What follows belongs to an exercise in optimizing a design on an open flow for small area; a production flow would make more cautious choices. Only simulation tests tie the RTL to the original design; equivalence was not proved. No driver is modelled on the clock port, so clocking that relies on it looks cheaper here than on a real chip. Power figures rest on the tool's default switching activity, not on a simulated workload.

## elevator
module elevator(
  input  clk,
  input  rst_n,
  input  Fin_1up, Fin_2up, Fin_3up,
  input  Fin_2dn, Fin_3dn, Fin_4dn,
  input  Fin_1, Fin_2, Fin_3, Fin_4,
  input  full,
  input  err,
  output [15:0] row,
  output [3:0]  col,
  output [1:0]  c_floor,
  output [1:0]  drc,
  output        door,
  output [9:0]  req_n
);
  wire en_100Hz, en2, en2_dd;
  wire [1:0] c_floor_delay, c_floor_dd;
  wire [9:0] key_n;
  wire [1:0] t_floor;
  wire lock, arrival;
  wire Fout_1up, Fout_2up, Fout_3up, Fout_2dn, Fout_3dn, Fout_4dn, Fout_1, Fout_2, Fout_3, Fout_4;
  frequency_divider inst13(.clk_1KHz(clk), .rst(rst_n), .col(col), .en_100Hz(en_100Hz), .en2(en2), .en2_dd(en2_dd));
  keyboard_shake sh0(.clk(clk), .rst_n(rst_n), .en(en_100Hz), .F_IN(Fin_1up), .F_OUT(key_n[0]));
  keyboard_shake sh1(.clk(clk), .rst_n(rst_n), .en(en_100Hz), .F_IN(Fin_2up), .F_OUT(key_n[1]));
  keyboard_shake sh2(.clk(clk), .rst_n(rst_n), .en(en_100Hz), .F_IN(Fin_3up), .F_OUT(key_n[2]));
  keyboard_shake sh3(.clk(clk), .rst_n(rst_n), .en(en_100Hz), .F_IN(Fin_2dn), .F_OUT(key_n[3]));
  keyboard_shake sh4(.clk(clk), .rst_n(rst_n), .en(en_100Hz), .F_IN(Fin_3dn), .F_OUT(key_n[4]));
  keyboard_shake sh5(.clk(clk), .rst_n(rst_n), .en(en_100Hz), .F_IN(Fin_4dn), .F_OUT(key_n[5]));
  keyboard_shake sh6(.clk(clk), .rst_n(rst_n), .en(en_100Hz), .F_IN(Fin_1),   .F_OUT(key_n[6]));
  keyboard_shake sh7(.clk(clk), .rst_n(rst_n), .en(en_100Hz), .F_IN(Fin_2),   .F_OUT(key_n[7]));
  keyboard_shake sh8(.clk(clk), .rst_n(rst_n), .en(en_100Hz), .F_IN(Fin_3),   .F_OUT(key_n[8]));
  keyboard_shake sh9(.clk(clk), .rst_n(rst_n), .en(en_100Hz), .F_IN(Fin_4),   .F_OUT(key_n[9]));
  floor inst(.Fin_1up(key_n[0]), .Fin_2up(key_n[1]), .Fin_3up(key_n[2]),
             .Fin_2dn(key_n[3]), .Fin_3dn(key_n[4]), .Fin_4dn(key_n[5]),
             .Fin_1(key_n[6]), .Fin_2(key_n[7]), .Fin_3(key_n[8]), .Fin_4(key_n[9]),
             .clk_1KHz(clk), .rst_n(rst_n), .c_floor(c_floor), .drc(drc),
             .Fout_1up(Fout_1up), .Fout_2up(Fout_2up), .Fout_3up(Fout_3up),
             .Fout_2dn(Fout_2dn), .Fout_3dn(Fout_3dn), .Fout_4dn(Fout_4dn),
             .Fout_1(Fout_1), .Fout_2(Fout_2), .Fout_3(Fout_3), .Fout_4(Fout_4),
             .arrival(arrival), .door(door), .lock(lock), .err(err), .full(full));
  ...
make LEC_CHECK=0 CAP_MARGIN=20 CORE_MARGIN=2 CORE_UTILIZATION=70 CTS_BUF_LIST='sky130_fd_sc_hd__clkbuf_4 sky130_fd_sc_hd__clkbuf_8' PLACE_DENSITY=0.8 SLEW_MARGIN=20 finish   # period 10.0 ns
run.sh (not shown) runs the stock make flow with config.mk's settings and CLKGATE_MAP_FILE= SYNTH_SCRIPT=/design/flow/synth_recipe.tcl, a recipe that flattens the netlist after the stock synthesis.
The first run ran to the end with no violations.
Then changed:
==> flow/flow/run.sh (new file) <==
#!/bin/bash
# Own layout flow: the standard layout (standard.sh, unchanged synthesis)
# with three changes to how the layout is made:
#  - the port buffers are buf_1 cells (buffer_ports -buffer_cell),
#  - after floorplanning every combinational cell is set to its smallest drive
#    strength (flow/downsize.tcl); repair_design sizes up what needs it,
#  - clock tree synthesis without dummy loads, on the buffers listed below.
set -euo pipefail
here=$(pwd)
export BUFFER_PORTS_ARGS="-buffer_cell sky130_fd_sc_hd__buf_1"
export POST_FLOORPLAN_TCL="$here/flow/downsize.tcl"
export CTS_ARGS="-sink_clustering_enable -repair_clock_nets -dont_use_dummy_load -buf_list {${CTS_BUFS:-sky130_fd_sc_hd__clkbuf_8}}"
bash standard.sh > "$here/standard.log" 2>&1
==> flow/flow/downsize.tcl (new file) <==
# Give every combinational cell the smallest drive strength of its kind (same
# function, same base name); repair_design later sizes up what needs it.
set block [ord::get_db_block]
set db [ord::get_db]
set dont_use {}
if { [info exists ::env(DONT_USE_CELLS)] } { set dont_use $::env(DONT_USE_CELLS) }
proc ds_usable { name dont_use } {
  foreach p $dont_use { if { [string match $p $name] } { return 0 } }
  return 1
}
set n 0
set saved 0.0
foreach inst [$block getInsts] {
  set m [$inst getMaster]
  set name [$m getName]
  if { [$m getType] ne "CORE" } { continue }
  if { ![regexp {^(sky130_fd_sc_hd__[a-z0-9]+)_([0-9]+)$} $name -> base drive] } { continue }
  if { [regexp {^sky130_fd_sc_hd__(df|edf|sdf|dl|tap|fill|decap|conb|clk)} $name] } { continue }
  set best $m
  set barea [expr { [$m getWidth] * [$m getHeight] }]
  foreach d {0 1 2 3 4 6 8 12 16} {
    set cn ${base}_$d
    if { $cn eq $name } { continue }
    set cm [$db findMaster $cn]
    if { $cm eq "NULL" || $cm eq "" } { continue }
    if { ![ds_usable $cn $dont_use] } { continue }
    if { [sta::find_liberty_cell $cn] eq "" } { continue }
    set a [expr { [$cm getWidth] * [$cm getHeight] }]
    if { $a < $barea } { set best $cm; set barea $a }
  }
  if { $best ne $m } {
    set saved [expr { $saved + ([$m getWidth] * [$m getHeight] - $barea) / 1e6 }]
    replace_cell [$inst getName] [$best getName]
    incr n
  }
}
puts "downsize: $n cells made smaller, [format %.1f $saved] um2 saved"
==> flow/standard.sh (new file) <==
#!/bin/bash
# synth_recipe.tcl (not shown) runs the flow's synth.tcl, then flattens the netlist and writes it again
# the make line also repeats each setting of config.mk as NAME=value (left out here)
make -C /OpenROAD-flow-scripts/flow DESIGN_CONFIG=/design/flow/config.mk WORK_HOME=/design/flow/orfs CLKGATE_MAP_FILE= SYNTH_SCRIPT=/design/flow/synth_recipe.tcl "${@:-finish}"
Settings changed: CTS_BUF_LIST sky130_fd_sc_hd__clkbuf_4 sky130_fd_sc_hd__clkbuf_8 to not set.
removed: flow/run.sh
Design area decreases by a few percent.
Worst setup slack improves by 0.37 ns.
Global-route usage decreases by 3.5 points.
Area after synthesis stays the same.
Wire length decreases by roughly a tenth.
Hold slack improves by 0.0054 ns.
Utilization decreases by 5.4 points.
Sequential cell count does not change.
Maximum frequency increases by a little under a tenth.

* * *

Another version of the RTL of elevator (not shown whole).
For scale: roughly 610 cells after synthesis, ~49 I/O pins, about 0.0054 mm2 of cells after synthesis.
export LEC_CHECK = 0
export CAP_MARGIN = 20
export CORE_MARGIN = 2
export CORE_UTILIZATION = 65
export PLACE_DENSITY = 0.8
export SLEW_MARGIN = 20
create_clock -name core_clock -period 10.0 [get_ports {clk}]
standard.sh (not shown) runs the stock make flow with config.mk's settings and CLKGATE_MAP_FILE= SYNTH_SCRIPT=/design/flow/synth_recipe.tcl, a recipe that flattens the netlist after the stock synthesis.
==> flow/flow/run.sh <==
#!/bin/bash
# Own layout flow: the standard layout (standard.sh) with these changes to
# how the layout is made:
#  - the standard synthesis runs unchanged (standard.sh synth); then only its
#    combinational logic is re-mapped for area (flow/remap.sh, ABC with
#    flow/remap.abc). The registers keep their instances, names and cell
#    types. flow/eqcheck.sh proves the re-mapped netlist equal to the standard
#    one; if that proof fails, the standard netlist is kept.
#  - the port buffers are buf_1 cells (buffer_ports -buffer_cell),
#  - after floorplanning every combinational cell is set to its smallest drive
#    strength (flow/downsize.tcl); repair_design sizes up what needs it,
#  - the clock tree is a root buffer and 8 leaf buffers, each driving an equal
#    share of the registers (flow/clocktree.tcl, run before CTS); TritonCTS is
#    then pointed at the clock port net only, which it leaves alone.
# Logs: synth.log and standard.log (make), remap.log and eqcheck.log (yosys);
# each ORFS step's tool log stays under orfs/logs.
set -euo pipefail
here=$(pwd)
export BUFFER_PORTS_ARGS="-buffer_cell sky130_fd_sc_hd__buf_1"
export POST_FLOORPLAN_TCL="$here/flow/downsize.tcl"
export PRE_CTS_TCL="$here/flow/clocktree.tcl"
export CLK_TREE_LEAVES=8
export CLK_TREE_LEAF_BUF=sky130_fd_sc_hd__clkbuf_8
export CLK_TREE_ROOT_BUF=sky130_fd_sc_hd__clkbuf_8
export CTS_ARGS="-clk_nets clk -dont_use_dummy_load -buf_list sky130_fd_sc_hd__clkbuf_8"

bash standard.sh synth > "$here/synth.log" 2>&1
res="$here/orfs/results/$FLOW_PLATFORM/elevator/base"
cp "$res/1_2_yosys.v" "$here/standard_1_2_yosys.v"
if bash flow/remap.sh "$here/standard_1_2_yosys.v" "$here/remapped_1_2_yosys.v" "$here/remap.log" \
   && bash flow/eqcheck.sh "$here/standard_1_2_yosys.v" "$here/remapped_1_2_yosys.v" "$here/eqcheck.log"; then
  sleep 1
  cp "$here/remapped_1_2_yosys.v" "$res/1_2_yosys.v"
  touch "$res/1_2_yosys.v"
  echo "remapped netlist in use" >> "$here/synth.log"
else
  echo "remap or its proof failed: standard netlist kept" >> "$here/synth.log"
fi
bash standard.sh > "$here/standard.log" 2>&1
==> flow/flow/clocktree.tcl <==
# A small two-level clock tree, built instead of TritonCTS's H-tree: the clock
# port drives one root buffer, which drives CLK_TREE_LEAVES leaf buffers, each
# driving an equal share of the registers (recursive median cuts of the
# register positions). Buffers sit at the centre of what they drive. The
# root and leaf cells may be buffers or inverters (two inversions).
set block [ord::get_db_block]
set db [ord::get_db]
set nleaf 8
if { [info exists ::env(CLK_TREE_LEAVES)] } { set nleaf $::env(CLK_TREE_LEAVES) }
set leafname sky130_fd_sc_hd__clkbuf_8
if { [info exists ::env(CLK_TREE_LEAF_BUF)] } { set leafname $::env(CLK_TREE_LEAF_BUF) }
set rootname sky130_fd_sc_hd__clkbuf_16
if { [info exists ::env(CLK_TREE_ROOT_BUF)] } { set rootname $::env(CLK_TREE_ROOT_BUF) }

set clknet [[$block findBTerm clk] getNet]
set pts {}
foreach it [$clknet getITerms] {
  set bb [[$it getInst] getBBox]
  lappend pts [list [expr {([$bb xMin]+[$bb xMax])/2}] [expr {([$bb yMin]+[$bb yMax])/2}] $it]
}
set npins [llength $pts]

# split a point list into k groups of near-equal size by median cuts
proc ct_split { pts k } {
  if { $k <= 1 } { return [list $pts] }
  set xs [lsort -integer -index 0 $pts]
  set ys [lsort -integer -index 1 $pts]
  set dx [expr {[lindex $xs end 0] - [lindex $xs 0 0]}]
  set dy [expr {[lindex $ys end 1] - [lindex $ys 0 1]}]
  set s [expr {$dx >= $dy ? $xs : $ys}]
  set k1 [expr {$k / 2}]
  set n1 [expr {int(round(double([llength $s]) * $k1 / $k))}]
  return [concat [ct_split [lrange $s 0 [expr {$n1 - 1}]] $k1] \
                 [ct_split [lrange $s $n1 end] [expr {$k - $k1}]]]
}
proc ct_centre { pts } {
  set sx 0; set sy 0
  foreach p $pts { incr sx [lindex $p 0]; incr sy [lindex $p 1] }
  set n [llength $pts]
  return [list [expr {$sx / $n}] [expr {$sy / $n}]]
}
proc ct_buffer { block master name c innet outname } {
  set inst [odb::dbInst_create $block $master $name]
  $inst setLocation [expr {[lindex $c 0] - [$master getWidth]/2}] [expr {[lindex $c 1] - [$master getHeight]/2}]
  $inst setPlacementStatus PLACED
  set net [odb::dbNet_create $block $outname]
  $net setSigType CLOCK
  foreach mt [$master getMTerms] {
    if { [$mt getSigType] ne "SIGNAL" } { continue }
    if { [$mt getIoType] eq "OUTPUT" } { [$inst findITerm [$mt getName]] connect $net
    } else { [$inst findITerm [$mt getName]] connect $innet }
  }
  return $net
}

set groups [ct_split $pts $nleaf]
set rootnet [ct_buffer $block [$db findMaster $rootname] clkroot_buf [ct_centre $pts] $clknet clkroot_net]
set k 0
foreach g $groups {
  set net [ct_buffer $block [$db findMaster $leafname] clkleaf_buf_$k [ct_centre $g] $rootnet clkleaf_net_$k]
  foreach p $g {
    set it [lindex $p 2]
    $it disconnect
    $it connect $net
  }
  incr k
}
puts "clocktree: root $rootname, $nleaf $leafname leaves, $npins clock pins"
==> flow/flow/remap.sh <==
#!/bin/bash
# Re-map the combinational logic of the standard synthesis netlist for area.
# The registers stay as they are: their cell types are black boxes here, so
# every register keeps its instance, name and cell type; only the logic
# between them is rebuilt by ABC (flow/remap.abc) from the library cells'
# functions. ABC's &deepsyn is run with four seeds in parallel and the
# smallest result is kept.  usage: remap.sh IN.v OUT.v LOG
set -euo pipefail
in=$1; out=$2; log=$3
here=$(cd "$(dirname "$0")" && pwd)
lib=$FLOW_HOME/platforms/$FLOW_PLATFORM/lib/sky130_fd_sc_hd__tt_025C_1v80.lib
yosys_bin=$FLOW_HOME/../tools/install/yosys/bin/yosys
[[ -x $yosys_bin ]] || yosys_bin=yosys
dont=""
for c in probe_p_8 probec_p_8 'lpflow_*'; do dont="$dont -dont_use sky130_fd_sc_hd__$c"; done
seq=$(grep -o 'sky130_fd_sc_hd__[a-z0-9_]*' "$in" | sort -u | grep -E '__(df|edf|sdf|dl)' | tr '\n' ' ')
for s in 1 2 3 4; do
  sed "s/^&deepsyn .*/\&deepsyn -T 120 -S $s/" "$here/remap.abc" > "$out.$s.abc"
  cat > "$out.$s.ys" <<EOT
read_liberty -ignore_miss_func $lib
blackbox $seq
read_verilog $in
hierarchy -top $FLOW_TOP
flatten
opt_clean -purge
tee -o $out.$s.stat_before stat -liberty $lib
abc -script $out.$s.abc -liberty $lib $dont
opt_clean -purge
read_liberty -lib -overwrite -ignore_miss_func $lib
hilomap -singleton -hicell sky130_fd_sc_hd__conb_1 HI -locell sky130_fd_sc_hd__conb_1 LO
splitnets
rename -hide w:_*_.*
opt_clean -purge
tee -o $out.$s.stat_after stat -liberty $lib
check -assert
write_verilog -noattr -nohex -nodec $out.$s
EOT
  "$yosys_bin" -l "$log.$s" -q -s "$out.$s.ys" > /dev/null 2>&1 &
done
wait
best=""; barea=""
for s in 1 2 3 4; do
  [[ -s $out.$s ]] || continue
  a=$(awk '/Chip area/ {print $NF}' "$out.$s.stat_after")
  echo "seed $s: area $a" >> "$log"
  if [[ -z $best ]] || awk -v a="$a" -v b="$barea" 'BEGIN {exit !(a < b)}'; then best=$s; barea=$a; fi
done
[[ -n $best ]] || { echo "no re-mapped netlist" >> "$log"; exit 1; }
echo "kept seed $best (area $barea)" >> "$log"
cp "$out.$best" "$out"
Other scripts of this flow, unchanged in this note and not shown: flow/flow/downsize.tcl, flow/flow/eqcheck.sh, flow/flow/remap.abc
The baseline passed the timing, design-rule and antenna checks.
Next try:
--- a/flow/flow/run.sh
+++ b/flow/flow/run.sh
@@ -11,3 +11,3 @@
 #    strength (flow/downsize.tcl); repair_design sizes up what needs it,
-#  - the clock tree is a root buffer and 8 leaf buffers, each driving an equal
+#  - the clock tree is 4 buffers driven by the clock port, each driving an equal
 #    share of the registers (flow/clocktree.tcl, run before CTS); TritonCTS is
@@ -21,5 +21,5 @@
 export PRE_CTS_TCL="$here/flow/clocktree.tcl"
-export CLK_TREE_LEAVES=8
-export CLK_TREE_LEAF_BUF=sky130_fd_sc_hd__clkbuf_8
-export CLK_TREE_ROOT_BUF=sky130_fd_sc_hd__clkbuf_8
+export CLK_TREE_LEAVES=4
+export CLK_TREE_LEAF_BUF=sky130_fd_sc_hd__clkbuf_16
+export CLK_TREE_ROOT_BUF=none
 export CTS_ARGS="-clk_nets clk -dont_use_dummy_load -buf_list sky130_fd_sc_hd__clkbuf_8"
--- a/flow/flow/clocktree.tcl
+++ b/flow/flow/clocktree.tcl
@@ -1,6 +1 @@
-# A small two-level clock tree, built instead of TritonCTS's H-tree: the clock
-# port drives one root buffer, which drives CLK_TREE_LEAVES leaf buffers, each
-# driving an equal share of the registers (recursive median cuts of the
-# register positions). Buffers sit at the centre of what they drive. The
-# root and leaf cells may be buffers or inverters (two inversions).
 set block [ord::get_db_block]
@@ -56,3 +51,7 @@
 set groups [ct_split $pts $nleaf]
-set rootnet [ct_buffer $block [$db findMaster $rootname] clkroot_buf [ct_centre $pts] $clknet clkroot_net]
+if { $rootname eq "none" } {
+  set rootnet $clknet
+} else {
+  set rootnet [ct_buffer $block [$db findMaster $rootname] clkroot_buf [ct_centre $pts] $clknet clkroot_net]
+}
 set k 0
@@ -68 +67,3 @@
 puts "clocktree: root $rootname, $nleaf $leafname leaves, $npins clock pins"
+# TritonCTS, which runs next, is told to leave the clock port's net alone
+set_cts_config -skip_nets [$clknet getName]
--- a/flow/flow/remap.sh
+++ b/flow/flow/remap.sh
@@ -17,3 +17,3 @@
 for s in 1 2 3 4; do
-  sed "s/^&deepsyn .*/\&deepsyn -T 120 -S $s/" "$here/remap.abc" > "$out.$s.abc"
+  sed "s/^&deepsyn .*/\&deepsyn -T 60 -S $s/" "$here/remap.abc" > "$out.$s.abc"
   cat > "$out.$s.ys" <<EOT
The new run ran to the end with no violations.
Final cell count is lower by a few percent.
Global-route usage falls by 0.11 points.
Cell area is lower slightly.
Combinational power is about the same.
Next try:
--- a/flow/flow/run.sh
+++ b/flow/flow/run.sh
@@ -11,3 +11,3 @@
 #    strength (flow/downsize.tcl); repair_design sizes up what needs it,
-#  - the clock tree is 4 buffers driven by the clock port, each driving an equal
+#  - the clock tree is a root inverter and 8 leaf inverters, each driving an equal
 #    share of the registers (flow/clocktree.tcl, run before CTS); TritonCTS is
@@ -21,5 +21,5 @@
 export PRE_CTS_TCL="$here/flow/clocktree.tcl"
-export CLK_TREE_LEAVES=4
-export CLK_TREE_LEAF_BUF=sky130_fd_sc_hd__clkbuf_16
-export CLK_TREE_ROOT_BUF=none
+export CLK_TREE_LEAVES=8
+export CLK_TREE_LEAF_BUF=sky130_fd_sc_hd__inv_8
+export CLK_TREE_ROOT_BUF=sky130_fd_sc_hd__inv_4
 export CTS_ARGS="-clk_nets clk -dont_use_dummy_load -buf_list sky130_fd_sc_hd__clkbuf_8"
--- a/flow/flow/clocktree.tcl
+++ b/flow/flow/clocktree.tcl
@@ -1 +1,6 @@
+# A small two-level clock tree, built instead of TritonCTS's H-tree: the clock
+# port drives one root buffer, which drives CLK_TREE_LEAVES leaf buffers, each
+# driving an equal share of the registers (recursive median cuts of the
+# register positions). Buffers sit at the centre of what they drive. The
+# root and leaf cells may be buffers or inverters (two inversions).
 set block [ord::get_db_block]
@@ -51,7 +56,3 @@
 set groups [ct_split $pts $nleaf]
-if { $rootname eq "none" } {
-  set rootnet $clknet
-} else {
-  set rootnet [ct_buffer $block [$db findMaster $rootname] clkroot_buf [ct_centre $pts] $clknet clkroot_net]
-}
+set rootnet [ct_buffer $block [$db findMaster $rootname] clkroot_buf [ct_centre $pts] $clknet clkroot_net]
 set k 0
@@ -67,3 +68 @@
 puts "clocktree: root $rootname, $nleaf $leafname leaves, $npins clock pins"
-# TritonCTS, which runs next, is told to leave the clock port's net alone
-set_cts_config -skip_nets [$clknet getName]
=> Cell count came out higher by about a fifth. Setup slack gets worse by 510 ps. Utilization came out higher by 19 points. Flip-flop and latch count does not change. Area after synthesis does not change. Sequential share of layout area came out lower by 9.8 points. Global-route usage came out higher by 13 points. Combinational power came out higher by a few percent. Critical path depth does not change.
Next try:
==> flow/flow/remap.sh (replaced) <==
#!/bin/bash
# Re-map the combinational logic of the standard synthesis netlist for area.
# The registers stay as they are: their cell types are black boxes here, so
# every register keeps its instance, name and cell type; only the logic
# between them is rebuilt (ABC, flow/remap.abc) from the library cells'
# functions.  usage: remap.sh IN.v OUT.v LOG
set -euo pipefail
in=$1; out=$2; log=$3
here=$(cd "$(dirname "$0")" && pwd)
lib=$FLOW_HOME/platforms/$FLOW_PLATFORM/lib/sky130_fd_sc_hd__tt_025C_1v80.lib
yosys_bin=$FLOW_HOME/../tools/install/yosys/bin/yosys
[[ -x $yosys_bin ]] || yosys_bin=yosys
dont=""
for c in probe_p_8 probec_p_8 'lpflow_*'; do dont="$dont -dont_use sky130_fd_sc_hd__$c"; done
seq=$(grep -o 'sky130_fd_sc_hd__[a-z0-9_]*' "$in" | sort -u | grep -E '__(df|edf|sdf|dl)' | tr '\n' ' ')
cat > "$out.ys" <<EOT
read_liberty -ignore_miss_func $lib
blackbox $seq
read_verilog $in
hierarchy -top $FLOW_TOP
flatten
opt_clean -purge
tee -o $out.stat_before stat -liberty $lib
abc -script $here/remap.abc -liberty $lib $dont
opt_clean -purge
read_liberty -lib -overwrite -ignore_miss_func $lib
hilomap -singleton -hicell sky130_fd_sc_hd__conb_1 HI -locell sky130_fd_sc_hd__conb_1 LO
splitnets
rename -hide w:_*_.*
opt_clean -purge
tee -o $out.stat_after stat -liberty $lib
check -assert
write_verilog -noattr -nohex -nodec $out
EOT
"$yosys_bin" -l "$log" -q -s "$out.ys"
--- a/flow/config.mk
+++ b/flow/config.mk
@@ -9,4 +9,4 @@
 export CORE_MARGIN = 2
-export CORE_UTILIZATION = 65
-export PLACE_DENSITY = 0.8
+export CORE_UTILIZATION = 85
+export PLACE_DENSITY = 0.92
 export SLEW_MARGIN = 20
This time the run never finished: it broke off in global placement (GPL-0301).
Synthesized cell count went up by 4.1%.
Area after synthesis went up by 0.63%.
Next try:
--- a/flow/flow/run.sh
+++ b/flow/flow/run.sh
@@ -11,3 +11,3 @@
 #    strength (flow/downsize.tcl); repair_design sizes up what needs it,
-#  - the clock tree is a root inverter and 8 leaf inverters, each driving an equal
+#  - the clock tree is a root buffer and 8 leaf buffers, each driving an equal
 #    share of the registers (flow/clocktree.tcl, run before CTS); TritonCTS is
@@ -22,4 +22,4 @@
 export CLK_TREE_LEAVES=8
-export CLK_TREE_LEAF_BUF=sky130_fd_sc_hd__inv_8
-export CLK_TREE_ROOT_BUF=sky130_fd_sc_hd__inv_4
+export CLK_TREE_LEAF_BUF=sky130_fd_sc_hd__clkbuf_8
+export CLK_TREE_ROOT_BUF=sky130_fd_sc_hd__clkbuf_8
 export CTS_ARGS="-clk_nets clk -dont_use_dummy_load -buf_list sky130_fd_sc_hd__clkbuf_8"
--- a/flow/flow/remap.sh
+++ b/flow/flow/remap.sh
@@ -4,4 +4,5 @@
 # every register keeps its instance, name and cell type; only the logic
-# between them is rebuilt (ABC, flow/remap.abc) from the library cells'
-# functions.  usage: remap.sh IN.v OUT.v LOG
+# between them is rebuilt by ABC (flow/remap.abc) from the library cells'
+# functions. ABC's &deepsyn is run with four seeds in parallel and the
+# smallest result is kept.  usage: remap.sh IN.v OUT.v LOG
 set -euo pipefail
@@ -15,3 +16,5 @@
 seq=$(grep -o 'sky130_fd_sc_hd__[a-z0-9_]*' "$in" | sort -u | grep -E '__(df|edf|sdf|dl)' | tr '\n' ' ')
-cat > "$out.ys" <<EOT
+for s in 1 2 3 4; do
+  sed "s/^&deepsyn .*/\&deepsyn -T 60 -S $s/" "$here/remap.abc" > "$out.$s.abc"
+  cat > "$out.$s.ys" <<EOT
 read_liberty -ignore_miss_func $lib
@@ -22,4 +25,4 @@
 opt_clean -purge
-tee -o $out.stat_before stat -liberty $lib
-abc -script $here/remap.abc -liberty $lib $dont
+tee -o $out.$s.stat_before stat -liberty $lib
+abc -script $out.$s.abc -liberty $lib $dont
 opt_clean -purge
@@ -30,6 +33,18 @@
 opt_clean -purge
-tee -o $out.stat_after stat -liberty $lib
+tee -o $out.$s.stat_after stat -liberty $lib
 check -assert
-write_verilog -noattr -nohex -nodec $out
+write_verilog -noattr -nohex -nodec $out.$s
 EOT
-"$yosys_bin" -l "$log" -q -s "$out.ys"
+  "$yosys_bin" -l "$log.$s" -q -s "$out.$s.ys" > /dev/null 2>&1 &
+done
+wait
+best=""; barea=""
+for s in 1 2 3 4; do
+  [[ -s $out.$s ]] || continue
+  a=$(awk '/Chip area/ {print $NF}' "$out.$s.stat_after")
+  echo "seed $s: area $a" >> "$log"
+  if [[ -z $best ]] || awk -v a="$a" -v b="$barea" 'BEGIN {exit !(a < b)}'; then best=$s; barea=$a; fi
+done
+[[ -n $best ]] || { echo "no re-mapped netlist" >> "$log"; exit 1; }
+echo "kept seed $best (area $barea)" >> "$log"
+cp "$out.$best" "$out"
--- a/flow/config.mk
+++ b/flow/config.mk
@@ -9,4 +9,4 @@
 export CORE_MARGIN = 2
-export CORE_UTILIZATION = 85
-export PLACE_DENSITY = 0.92
+export CORE_UTILIZATION = 65
+export PLACE_DENSITY = 0.8
 export SLEW_MARGIN = 20
Effect:
- The changed run ran to the end with no violations
- area after synthesis came out lower by 0.63%
- synthesized cell count decreases by 3.9%

[separate check: timing with driven ports]
The results above use ideal ports. As a check the final layouts listed here were re-extracted and re-timed, cells and wires unchanged.
Step 1: set_driving_cell puts a clkbuf_16 on clk and a buf_2 on each other input, an assumption about the parent block.
Step 2 times the ports against the registers' clock, not the clock port: input delays grow and output delays shrink by t, the midpoint of the rising clock arrivals with the driver on.
a / b / c = no drivers / after step 1 / after step 2; a / b = the first two.
run | t, ns | slack for setup (ns) | worst hold slack (ns) | worst setup path after step 2 | worst register clock-pin slew, ns
the first run of note 1 | 0.473 | 4.436 / 4.402 / 4.875 | 0.331 / 0.331 / 0.331 | register to output | 0.10 / 0.10
the second run of note 1 | 0.450 | 4.809 / 4.775 / 5.224 | 0.336 / 0.336 / 0.336 | register to output | 0.09 / 0.09
the first run of note 2 | 0.410 | 5.266 / 5.234 / 5.581 | 0.336 / 0.336 / 0.336 | input to register | 0.10 / 0.10
the second run of note 2 | 0.255 | 5.516 / 5.437 / 5.616 | 0.339 / 0.339 / 0.339 | input to register | 0.12 / 0.12
the third run of note 2 | 0.746 | 5.006 / 4.970 / 5.313 | 0.310 / 0.310 / 0.310 | input to register | 0.10 / 0.10
the fifth run of note 2 | 0.407 | 5.318 / 5.289 / 5.613 | 0.335 / 0.335 / 0.335 | input to register | 0.11 / 0.11
After both steps every run listed still meets setup and hold.
